Context: an optimization exercise on an open-source flow, tuned for small area and a short achievable clock period. The choices shown serve that exercise and are no tape-out recipe.

==> 07-23: inputs <==
==> flow/design.v (excerpt) <==
module vgg #(
    parameter data_bit = 9,
    parameter pixel_bit = 36,
    parameter ker_bias_bit = 16,
    parameter matrix_num = 9,
    parameter parallelism = 8,
    parameter img_w = 32,
    parameter img_h = 32
) (
    input clk,reset,
    input start,
    input [data_bit-1:0] data_in,
    input signed [ker_bias_bit*matrix_num*parallelism-1:0] kernel,
    input signed [ker_bias_bit*parallelism-1:0] bias,
    input signed [pixel_bit*parallelism-1:0] pixel_read,
    output [3:0]  state,
    output [3:0]  next_state,
    output        mode,
    output        input_en,
    output [15:0] input_addr,
    output [5:0]  input_offset,
    output        read_en,
    output [15:0] read_addr,
    output        write_en,
    output [15:0] write_addr,
    output [7:0]  kernel_addr,
    output [5:0]  bias_addr,
    output        write_l1_picture_en,
    output [7:0]  write_picture_counter,
    output [15:0] write_picture_total_counter,
    output        finish,
    output signed [pixel_bit*parallelism-1:0] pixel_write
);
    localparam rows = 2;
    wire [data_bit*matrix_num-1:0] matrix;
    control #(.img_w(img_w), .img_h(img_h)) control
    (
        .clk(clk),.reset(reset),
        .start(start),
        .state(state),
        .next_state(next_state),
        .mode(mode),
        .input_en(input_en),
        .input_addr(input_addr),
        .input_offset(input_offset),
        .read_en(read_en),
        .read_addr(read_addr),
        .write_en(write_en),
        .write_addr(write_addr),
        .kernel_addr(kernel_addr),
        .bias_addr(bias_addr),
        .write_l1_picture_en(write_l1_picture_en),
        .write_picture_counter(write_picture_counter),
  ...
Settings: LEC_CHECK=0, CAP_MARGIN=20, CORE_MARGIN=2, CORE_UTILIZATION=40, SLEW_MARGIN=20, SYNTH_HIERARCHICAL=1; clock period 25.0 ns.
standard.sh (not shown) runs the stock make flow with config.mk's settings and CLKGATE_MAP_FILE= SYNTH_SCRIPT=/design/flow/synth_recipe.tcl, a recipe that flattens the netlist after the stock synthesis.
==> flow/flow/run.sh <==
#!/bin/bash
# Standard ORFS layout (the standard.sh, standard synthesis unchanged),
# with repair_timing aiming for extra setup slack so that the achieved
# period, not only the 25 ns target, is optimised. Clock, I/O delays and
# loads are the design's (constraint.sdc is used as given).
set -euo pipefail
MARGIN=${MARGIN:-14}
bash standard.sh SETUP_SLACK_MARGIN=$MARGIN finish > flow_make.log 2>&1
==> 01-21 (differences from 07-23) <==
--- a/flow/design.v
+++ b/flow/design.v
@@ -5,11 +5,11 @@
     parameter convolution_times = (img_w+2)*img_h-2
 ) (
     input clk,reset,
     input start,
     output reg [3:0]  state,
-    output     [3:0]  next_state,
+    output reg [3:0]  next_state,
     output reg        mode,
     output reg        input_en,
     output reg [15:0] input_addr,
     output reg [5:0]  input_offset,
     output reg        read_en,
@@ -26,67 +26,64 @@
     localparam [15:0] input_last  = (img_w+2)*(img_h+2)-1;
     localparam [15:0] rw_last     = convolution_times-1;
     localparam [15:0] picture_last = img_w*img_h-1;
     localparam [7:0]  pad_col0    = img_w;
     localparam [7:0]  pad_col1    = img_w+1;
-    reg [3:0] ns_busy;
-    wire idle = (state == 4'd0);
     always @(*) begin
         case(state)
             4'd0: begin
-                ns_busy = 4'd0;      
+                if(start) next_state = 4'd1;
+                else next_state = 4'd0; 
             end
             4'd1: begin
-                ns_busy = 4'd2;
+                next_state = 4'd2;
             end
             4'd2: begin
-                if(input_addr >= buffer_total_size-1) ns_busy = 4'd3;
-                else ns_busy = 4'd2;
+                if(input_addr >= buffer_total_size-1) next_state = 4'd3;
+                else next_state = 4'd2;
             end
             4'd3: begin
                 if(write_addr >= convolution_times-2) begin
                     case(mode)
                         1'b0: begin
-                            if(kernel_addr >= 8'd7 && input_offset >= 6'd2) ns_busy = 4'd7;
-                            else if(input_offset >= 6'd2) ns_busy = 4'd5;
-                            else ns_busy = 4'd4;
+                            if(kernel_addr >= 8'd7 && input_offset >= 6'd2) next_state = 4'd7;
+                            else if(input_offset >= 6'd2) next_state = 4'd5;
+                            else next_state = 4'd4;
                         end
                         1'b1: begin
-                            if(kernel_addr >= 8'd7 && input_offset >= 6'd63) ns_busy = 4'd11;
-                            else if(kernel_addr >= 8'd7) ns_busy = 4'd9;
-                            else ns_busy = 4'd10;
+                            if(kernel_addr >= 8'd7 && input_offset >= 6'd63) next_state = 4'd11;
+                            else if(kernel_addr >= 8'd7) next_state = 4'd9;
+                            else next_state = 4'd10;
                         end
                     endcase
                 end
-                else ns_busy = 4'd3;
+                else next_state = 4'd3;
             end
             4'd4: begin
-                ns_busy = 4'd2;
+                next_state = 4'd2;
             end
             4'd5: begin
-                ns_busy = 4'd2;
+                next_state = 4'd2;
             end
             4'd7: begin
-                ns_busy = 4'd8;
+                next_state = 4'd8;
             end
             4'd8: begin
-                ns_busy = 4'd2;
+                next_state = 4'd2;
             end
             4'd9: begin
-                ns_busy = 4'd2;
+                next_state = 4'd2;
             end
             4'd10: begin
-                ns_busy = 4'd2;
+                next_state = 4'd2;
             end
             4'd11: begin
-                ns_busy = 4'd0; 
+                next_state = 4'd0; 
             end
-            default: ns_busy = 4'd0;
+            default: next_state = 4'd0;
         endcase
     end
-    assign next_state[3:1] = ns_busy[3:1];
-    ao21 ns0 (.a(idle), .b(start), .c(ns_busy[0]), .y(next_state[0]));
     always @(posedge clk or posedge reset) begin
         if(reset) state <= 4'd0;
         else state <= next_state;	
     end
     always @(posedge clk or posedge reset) begin
@@ -259,41 +256,35 @@
             if (state == 4'd11) finish <= 1'b1;
             else finish <= 1'b0;
         end
     end
 endmodule
-module ao21 (input a, b, c, output y);
-    assign y = (a & b) | c;
-endmodule
 module line_buffer #(
     parameter line_buffer_size = 226,
     parameter buffer_bit = 9
 ) (
     input clk,reset,
     input [buffer_bit-1:0] data_in,
     output reg [buffer_bit*9-1:0] matrix
 );
     localparam chain_len = 2*line_buffer_size+3;
     reg [buffer_bit*chain_len-1:0] chain;
-    reg [6:0] fill;
-    always @(posedge clk or posedge reset) begin
-        if (reset) fill <= 7'd0;
-        else if (fill != chain_len) fill <= fill + 7'd1;
+    always @(*) begin
+        matrix = {chain[(2*line_buffer_size+2)*buffer_bit +: buffer_bit],
+                  chain[(2*line_buffer_size+1)*buffer_bit +: buffer_bit],
+                  chain[(2*line_buffer_size  )*buffer_bit +: buffer_bit],
+                  chain[(line_buffer_size+2)*buffer_bit +: buffer_bit],
+                  chain[(line_buffer_size+1)*buffer_bit +: buffer_bit],
+                  chain[(line_buffer_size  )*buffer_bit +: buffer_bit],
+                  chain[2*buffer_bit +: buffer_bit],
+                  chain[1*buffer_bit +: buffer_bit],
+                  chain[0 +: buffer_bit]};
     end
-    always @(posedge clk) begin
-        chain <= {data_in, chain[buffer_bit*chain_len-1:buffer_bit]};
+    always @(posedge clk or posedge reset) begin
+        if (reset) chain <= {buffer_bit*chain_len{1'b0}};
+        else chain <= {data_in, chain[buffer_bit*chain_len-1:buffer_bit]};
     end
-    genvar t;
-    generate
-        for (t = 0; t < 9; t = t + 1) begin : win
-            localparam integer k = (t/3)*line_buffer_size + t%3;
-            always @(*) begin
-                matrix[t*buffer_bit +: buffer_bit] =
-                    (fill >= chain_len-k) ? chain[k*buffer_bit +: buffer_bit] : {buffer_bit{1'b0}};
-            end
-        end
-    endgenerate
 endmodule
 module cnn (
     input [134:0] bs,
     input [143:0] kernel,
     input [15:0] bias,
@@ -2739,27 +2730,27 @@
 endmodule
 module bias_relu #(
     parameter pixel_bit = 36,
     parameter nrows = 2
 ) (
-    input clk,
-    input valid_q,
+    input clk,reset,
     input last_q,
     input [nrows*pixel_bit-1:0] rows,
     output [pixel_bit-1:0] pixel_write
 );
     reg [nrows*pixel_bit-1:0] acc;
-    always @(posedge clk) begin
-        acc <= rows;
+    always @(posedge clk or posedge reset) begin
+        if (reset) acc <= {nrows*pixel_bit{1'b0}};
+        else acc <= rows;
     end
     reg [pixel_bit-1:0] sum;
     integer r;
     always @(*) begin
         sum = {pixel_bit{1'b0}};
         for (r = 0; r < nrows; r = r + 1) sum = sum + acc[r*pixel_bit +: pixel_bit];
     end
-    assign pixel_write = (valid_q & ~(last_q & sum[pixel_bit-1])) ? sum : {pixel_bit{1'b0}};
+    assign pixel_write = (last_q & sum[pixel_bit-1]) ? {pixel_bit{1'b0}} : sum;
 endmodule
 module vgg #(
     parameter data_bit = 9,
     parameter pixel_bit = 36,
     parameter ker_bias_bit = 16,
@@ -2821,20 +2812,14 @@
         .data_in(data_in),
         .matrix(matrix)
     );
     wire offnz = (input_offset != 6'd0);
     wire last  = mode ? (input_offset == 6'd63) : (input_offset == 6'd2);
-    reg  last_q, valid_q;
+    reg  last_q;
     always @(posedge clk or posedge reset) begin
-        if (reset) begin
-            last_q <= 1'b0;
-            valid_q <= 1'b0;
-        end
-        else begin
-            last_q <= last;
-            valid_q <= 1'b1;
-        end
+        if (reset) last_q <= 1'b0;
+        else last_q <= last;
     end
     wire [134:0] bs;
     genvar t, j, i;
     generate
         for (t = 0; t < matrix_num; t = t + 1) begin : rec
@@ -2860,12 +2845,11 @@
                 .offnz(offnz), .last(last),
                 .rows(r)
             );
             bias_relu #(.nrows(rows)) bias_relu
             (
-                .clk(clk),
-                .valid_q(valid_q),
+                .clk(clk),.reset(reset),
                 .last_q(last_q),
                 .rows(r),
                 .pixel_write(pixel_write[i*pixel_bit +: pixel_bit])
             );
         end
==> flow/run.sh (new file) <==
#!/bin/bash
# synth_recipe.tcl (not shown) runs the flow's synth.tcl, then flattens the netlist and writes it again
# the make line also repeats each setting of config.mk as NAME=value (left out here)
make -C /OpenROAD-flow-scripts/flow DESIGN_CONFIG=/design/flow/config.mk WORK_HOME=/design/flow/orfs CLKGATE_MAP_FILE= SYNTH_SCRIPT=/design/flow/synth_recipe.tcl finish
removed: flow/flow/run.sh
removed: flow/standard.sh
==> comparison <==
Against 01-21, the area after synthesis of 07-23 is higher by 2.4%.
Against 01-21, the worst setup slack of 07-23 is better by 1000 ps.
Between 07-23 and 01-21, the lower worst hold slack is in 01-21 (gap 6.4 ps).
01-21 completed without violations. 07-23 finished clean.
Non-clock buffer count: 01-21 is higher than 07-23 (17).
Clock skew: 07-23 is higher than 01-21 (100 ps).
Against 01-21, the first-iteration DRC count of 07-23 is smaller by about 6.6%.
==> figures <==
| quantity | 01-21 | 07-23 |
|---|---|---|
| Minimum hold slack | 285 ps | 292 ps |
| Number of buffers inserted during clock tree synthesis | 171 | 172 |
| Avg Cell Area, Syn | 11.3 µm² | 11.5 µm² |
| Total of clock buffers placed in the layout | 224 | 233 |
| Non-clock buffer total of the final layout | 2603 | 2586 |
| Final-stage net count | 34.6k | 34.8k |
| Drt pass-1 iters | 10 | 7 |
| Count of cells resized by post-cts repair | 0 | 2 |
| Number of cells in the design after placement | 36.3k | 36.7k |
| Proportion of cell area occupied by registers | 10.1% | 8.13% |
| Status | no timing/DRC/antenna violations | no timing/DRC/antenna violations |
| Maximum number of pins on one net before global-route repair | 201 | 103 |
| WHS Endpoint | line_buffer.chain[216]$_DFF_PP0_ | line_buffer.chain[229]$_DFF_P_ |
No run of this note included a check of the RTL's function; only the layout flow was run.

==> afterwards: timing with drivers on the ports <==
No port has a modelled driver above. Below, the same layouts with a new extraction and two added sets of constraints.
Step 1 sets driving cells, clkbuf_16 on the clock port and buf_2 on the other inputs (assumed; they add their load-dependent delay and slew).
Step 2 also shifts input and output timing later by t, the mid clock arrival at the registers, as if the neighbouring blocks saw the same clock.
Slacks: ideal ports / drivers / drivers and shift; pairs: ideal ports / drivers.
| run | shift t [ns] | setup WS [ns] | hold slack, ns | slew at the worst register clock pin (ns) |
|---|---|---|---|---|
| 07-23 | 1.153 | 14.009 / 13.976 / 13.666 | 0.292 / 0.292 / 0.292 | 0.09 / 0.09 |
| 01-21 | 1.172 | 12.974 / 12.947 / 12.947 | 0.285 / 0.285 / 0.285 | 0.10 / 0.10 |
After both steps setup and hold are still met in every run listed. For 07-23, which loses most, drivers alone change the setup slack by -0.033 ns; drivers and shift together by -0.343 ns.
